Context: an optimization exercise on an open-source flow, tuned for small area and a short achievable clock period. The choices shown serve that exercise and are no tape-out recipe. The RTL was checked by simulation tests, not by an equivalence proof against the original design.

## oak
## clk_ctrl
module clk_ctrl
(
	input  wire        clk_i,
	input  wire        rstn_i,
	input  wire [15:0] freq,
	output wire        dds1_o,
	output wire        dds_o
);
export LEC_CHECK = 0
export CAP_MARGIN = 20
export CORE_MARGIN = 2
export CORE_UTILIZATION = 40
export SLEW_MARGIN = 20
export SYNTH_HIERARCHICAL = 1
create_clock -name core_clock -period 70.0 [get_ports {clk_i}]
standard.sh (not shown) runs the stock make flow with config.mk's settings and CLKGATE_MAP_FILE= SYNTH_SCRIPT=/design/flow/synth_recipe.tcl, a recipe that flattens the netlist after the stock synthesis.
==> flow/flow/run.sh <==
#!/bin/bash
# The standard layout (standard.sh, all ORFS steps unchanged), except that the
# port buffers that buffer_ports inserts are plain sky130_fd_sc_hd__buf_1 cells
# instead of the delay buffers it picks by default. Every port is still buffered.
set -euo pipefail
export BUFFER_PORTS_ARGS="-buffer_cell sky130_fd_sc_hd__buf_1"
bash standard.sh finish > standard_make.log 2>&1
## Diff of input files: pine against oak
- setting CTS_BUF_LIST to sky130_fd_sc_hd__clkbuf_8 for the first time
==> flow/flow/run.sh <==
#!/bin/bash
# The standard layout (standard.sh, all ORFS steps unchanged), except that the
# port buffers that buffer_ports inserts are plain sky130_fd_sc_hd__buf_2 cells
# instead of the delay buffers it picks by default. Every port is still buffered.
set -euo pipefail
export BUFFER_PORTS_ARGS="-buffer_cell sky130_fd_sc_hd__buf_2"
bash standard.sh finish > standard_make.log 2>&1
==> run summary <==
The flow did not stop early for oak: all stages ran, and the layout cleared the timing, design-rule and antenna checks. pine went all the way through synthesis, placement and routing and the layout is clean on timing, DRC and antenna. Compared with oak, in pine final estimated routing congestion in global placement went up; core utilization moved down. Compared with oak, in pine non-clock buffer total of the final layout lost 1, HPWL after detailed placement up 120 um, total clock sinks held steady. Compared with oak, pine shows wire length of the first global-routing pass that has gone up slightly. Total number of vias, oak and pine, lower one = oak. Compared with oak, pine has less setup slack.


Setup of build 75:
Starting RTL as in the previous note.
Settings: LEC_CHECK=0, CAP_MARGIN=20, CORE_MARGIN=2, CORE_UTILIZATION=40, SLEW_MARGIN=20, SYNTH_HIERARCHICAL=1; clock period 70.0 ns.
run.sh (not shown) runs the stock make flow with config.mk's settings and CLKGATE_MAP_FILE= SYNTH_SCRIPT=/design/flow/synth_recipe.tcl, a recipe that flattens the netlist after the stock synthesis.
Stock flow here: none of the scripts above is used.
Build 75 finished every stage and its layout cleared the timing, design-rule and antenna checks.
The inputs of build 3 differ from those of build 75 as listed below.
Settings: CAP_MARGIN: 20 -> 0; CTS_BUF_LIST: unset -> sky130_fd_sc_hd__clkbuf_8; SLEW_MARGIN: 20 -> 0.
==> flow/flow/run.sh (new file) <==
#!/bin/bash
# The standard layout (standard.sh, all ORFS steps unchanged), except that the
# port buffers that buffer_ports inserts are plain sky130_fd_sc_hd__buf_1 cells
# instead of the delay buffers it picks by default. Every port is still buffered.
set -euo pipefail
export BUFFER_PORTS_ARGS="-buffer_cell sky130_fd_sc_hd__buf_1"
bash standard.sh finish > standard_make.log 2>&1
==> flow/standard.sh (new file) <==
#!/bin/bash
# synth_recipe.tcl (not shown) runs the flow's synth.tcl, then flattens the netlist and writes it again
# the make line also repeats each setting of config.mk as NAME=value (left out here)
make -C /OpenROAD-flow-scripts/flow DESIGN_CONFIG=/design/flow/config.mk WORK_HOME=/design/flow/orfs CLKGATE_MAP_FILE= SYNTH_SCRIPT=/design/flow/synth_recipe.tcl "${@:-finish}"
removed: flow/run.sh
[summary]
The endpoint of the worst setup timing path comes out dds1_o in one run and dds_o in the other, namely in build 75 and build 3 respectively.
Routed wire in build 3 totals less than in build 75.
Reported for build 3 and build 75, post-cts repair resize count turned out identical to the last digit.
Between build 3 and build 75, the core utilization is lower for build 3.
Per the comparison of build 3 with build 75, highest achievable clock rate went up 2.5%, path depth of the worst reg2reg path went down 5.3%, final area went down about 1.8%, final critical-path setup slack went up 0.37 ns.
Inputs modified between build 3 and build 89:
Settings: CAP_MARGIN changed from 0 to 20; SLEW_MARGIN changed from 0 to 20.
==> comparison <==
- Status: required time at the worst-slack endpoint parity (build 89, build 3)
- Build 89 -> build 3: worst hold margin flat
- Detailed-route wire length came out exactly the same in build 89 and build 3.
- Compared build 3 against build 89; total standard cell area after synthesis within noise.
- ~same highest cell delay on the worst timing path in build 89 and build 3
- Comparing build 3 against build 89, there is no change at all in complex-gate fraction of the synthesized area.
- Build 3 -> build 89: buffer share of cell area flat
Input-level comparison between build 77 and build 89:
Settings: an added CTS_CLUSTER_SIZE of 30; a change of CTS_BUF_LIST from sky130_fd_sc_hd__clkbuf_8 to sky130_fd_sc_hd__clkbuf_16.
==> comparison <==
- Build 89 -> build 77: cell count delta 0, exact match
- Build 77 against build 89: number of clock buffers in the layout -2; number of fill cells in the layout saw little to no change; final critical-path setup slack climbed 0.044 ns.
- Against build 89, build 77 comes in 0.044 ns lower on final critical delay including setup and external delays.
- On register-to-register slack, build 89 and build 77 are neck and neck.


## run A
Another version of the RTL of clk_ctrl (not shown whole).
For scale: roughly 610 cells after synthesis, roughly 89 flip-flops, ~10000 um^2 of cells after synthesis.
export LEC_CHECK = 0
export CAP_MARGIN = 20
export CORE_MARGIN = 2
export CORE_UTILIZATION = 40
export CTS_BUF_LIST = sky130_fd_sc_hd__clkbuf_8
export SLEW_MARGIN = 20
export SYNTH_HIERARCHICAL = 1
create_clock -name core_clock -period 70.0 [get_ports {clk_i}]
standard.sh (not shown) runs the stock make flow with config.mk's settings and CLKGATE_MAP_FILE= SYNTH_SCRIPT=/design/flow/synth_recipe.tcl, a recipe that flattens the netlist after the stock synthesis.
==> flow/flow/run.sh <==
#!/bin/bash
# The standard layout (standard.sh, all ORFS steps unchanged), except:
#  - the port buffers that buffer_ports inserts are plain sky130_fd_sc_hd__buf_1 cells
#    instead of the delay buffers it picks by default (every port is still buffered);
#  - clock tree synthesis arguments: -sink_clustering_enable -repair_clock_nets -buf_list sky130_fd_sc_hd__clkbuf_16 -root_buf sky130_fd_sc_hd__clkbuf_16 -sink_clustering_size 45 -sink_clustering_max_diameter 400
set -euo pipefail
export BUFFER_PORTS_ARGS="-buffer_cell sky130_fd_sc_hd__buf_1"
export CTS_ARGS="-sink_clustering_enable -repair_clock_nets -buf_list sky130_fd_sc_hd__clkbuf_16 -root_buf sky130_fd_sc_hd__clkbuf_16 -sink_clustering_size 45 -sink_clustering_max_diameter 400"
bash standard.sh finish > standard_make.log 2>&1
The following lists how run B was set up differently from run A:
==> flow/flow/run.sh <==
#!/bin/bash
# The standard layout (standard.sh, all ORFS steps unchanged), except:
#  - the port buffers that buffer_ports inserts are plain sky130_fd_sc_hd__buf_1 cells
#    instead of the delay buffers it picks by default (every port is still buffered);
#  - clock tree synthesis arguments: -sink_clustering_enable -repair_clock_nets -buf_list sky130_fd_sc_hd__clkbuf_8 -root_buf sky130_fd_sc_hd__clkbuf_16 -sink_clustering_size 30 -sink_clustering_max_diameter 300
set -euo pipefail
export BUFFER_PORTS_ARGS="-buffer_cell sky130_fd_sc_hd__buf_1"
export CTS_ARGS="-sink_clustering_enable -repair_clock_nets -buf_list sky130_fd_sc_hd__clkbuf_8 -root_buf sky130_fd_sc_hd__clkbuf_16 -sink_clustering_size 30 -sink_clustering_max_diameter 300"
bash standard.sh finish > standard_make.log 2>&1
Results
As far as number of resized instances in the post-cts repair step goes, run A and run B are indistinguishable; the numbers are identical.
Number of antenna violations at the first check in global routing delta (run B -> run A): insignificant
Reported for run A and run B, post-synthesis share of cell area spent on and, or, nand and nor gates turned out identical to the last digit.
From run B to run A, worst setup skew after layout did not move at all.
Comparing run A against run B, there is no change at all in post-placement setup slack.
Total placed instance area came out exactly the same in run A and run B.
The fmax was comparable across run A and run B.
Comparing run B against run A, there is no change at all in post-CTS repair timing setup buffer count.
From run B to run A, flip-flop and latch share of the layout cell area did not move at all.
Comparing run A against run B, there is no change at all in utilization.
Changes in run C relative to run B:
==> flow/flow/run.sh <==
#!/bin/bash
# The standard layout (standard.sh, all ORFS steps unchanged), except that the
# port buffers that buffer_ports inserts are plain sky130_fd_sc_hd__buf_1 cells
# instead of the delay buffers it picks by default. Every port is still buffered.
set -euo pipefail
export BUFFER_PORTS_ARGS="-buffer_cell sky130_fd_sc_hd__buf_1"
bash standard.sh finish > standard_make.log 2>&1
--- outcome ---
Re area after synthesis: no difference whatsoever between run C and run B.
Delta (run C minus run B): cell area now smaller; via count of the first global-routing pass now smaller.
Period utilization delta (run B -> run C): insignificant

==> afterwards: timing with drivers on the ports <==
The flow's constraints put no driver on any port. The routed layouts listed below were extracted and timed again, unchanged, in two steps.
Step 1 assumes that a clkbuf_16 drives the clock port and a buf_2 every other input.
Step 2 adds t to the input delays and takes it off the output delays; t is the mean of the earliest and latest rising clock arrival at the registers after step 1. Input paths then give back, and output paths get back, about the clock's delay inside the block.
Three values: ideal, step 1, step 2; two values: the first two.
| run | t (ns) | slack for setup (ns) | worst hold slack (ns) | latest minus earliest clock arrival (ns) | cell pins on the clock port's net |
|---|---|---|---|---|---|
| oak | 0.400 | 55.161 / 55.115 / 54.850 | 0.817 / 0.817 / 0.817 | 0.011 / 0.011 | 1 |
| pine | 0.436 | 55.103 / 55.061 / 54.873 | 0.809 / 0.809 / 0.809 | 0.015 / 0.016 | 1 |
| build 75 | 0.409 | 54.751 / 54.703 / 54.861 | 0.855 / 0.855 / 0.855 | 0.012 / 0.012 | 1 |
| build 3 | 0.430 | 55.118 / 55.076 / 54.867 | 0.824 / 0.824 / 0.824 | 0.023 / 0.023 | 1 |
| build 89 | 0.430 | 55.118 / 55.076 / 54.867 | 0.824 / 0.824 / 0.824 | 0.023 / 0.023 | 1 |
| build 77 | 0.401 | 55.161 / 55.115 / 54.857 | 0.818 / 0.818 / 0.818 | 0.012 / 0.011 | 1 |
| run A | 0.399 | 55.150 / 55.104 / 54.782 | 0.820 / 0.820 / 0.820 | 0.009 / 0.009 | 1 |
| run B | 0.399 | 55.150 / 55.104 / 54.782 | 0.820 / 0.820 / 0.820 | 0.009 / 0.009 | 1 |
| run C | 0.421 | 55.105 / 55.066 / 54.772 | 0.827 / 0.827 / 0.827 | 0.017 / 0.018 | 1 |
After both steps setup and hold are still met in every run listed. The worst setup slack also covers recovery checks on asynchronous resets.
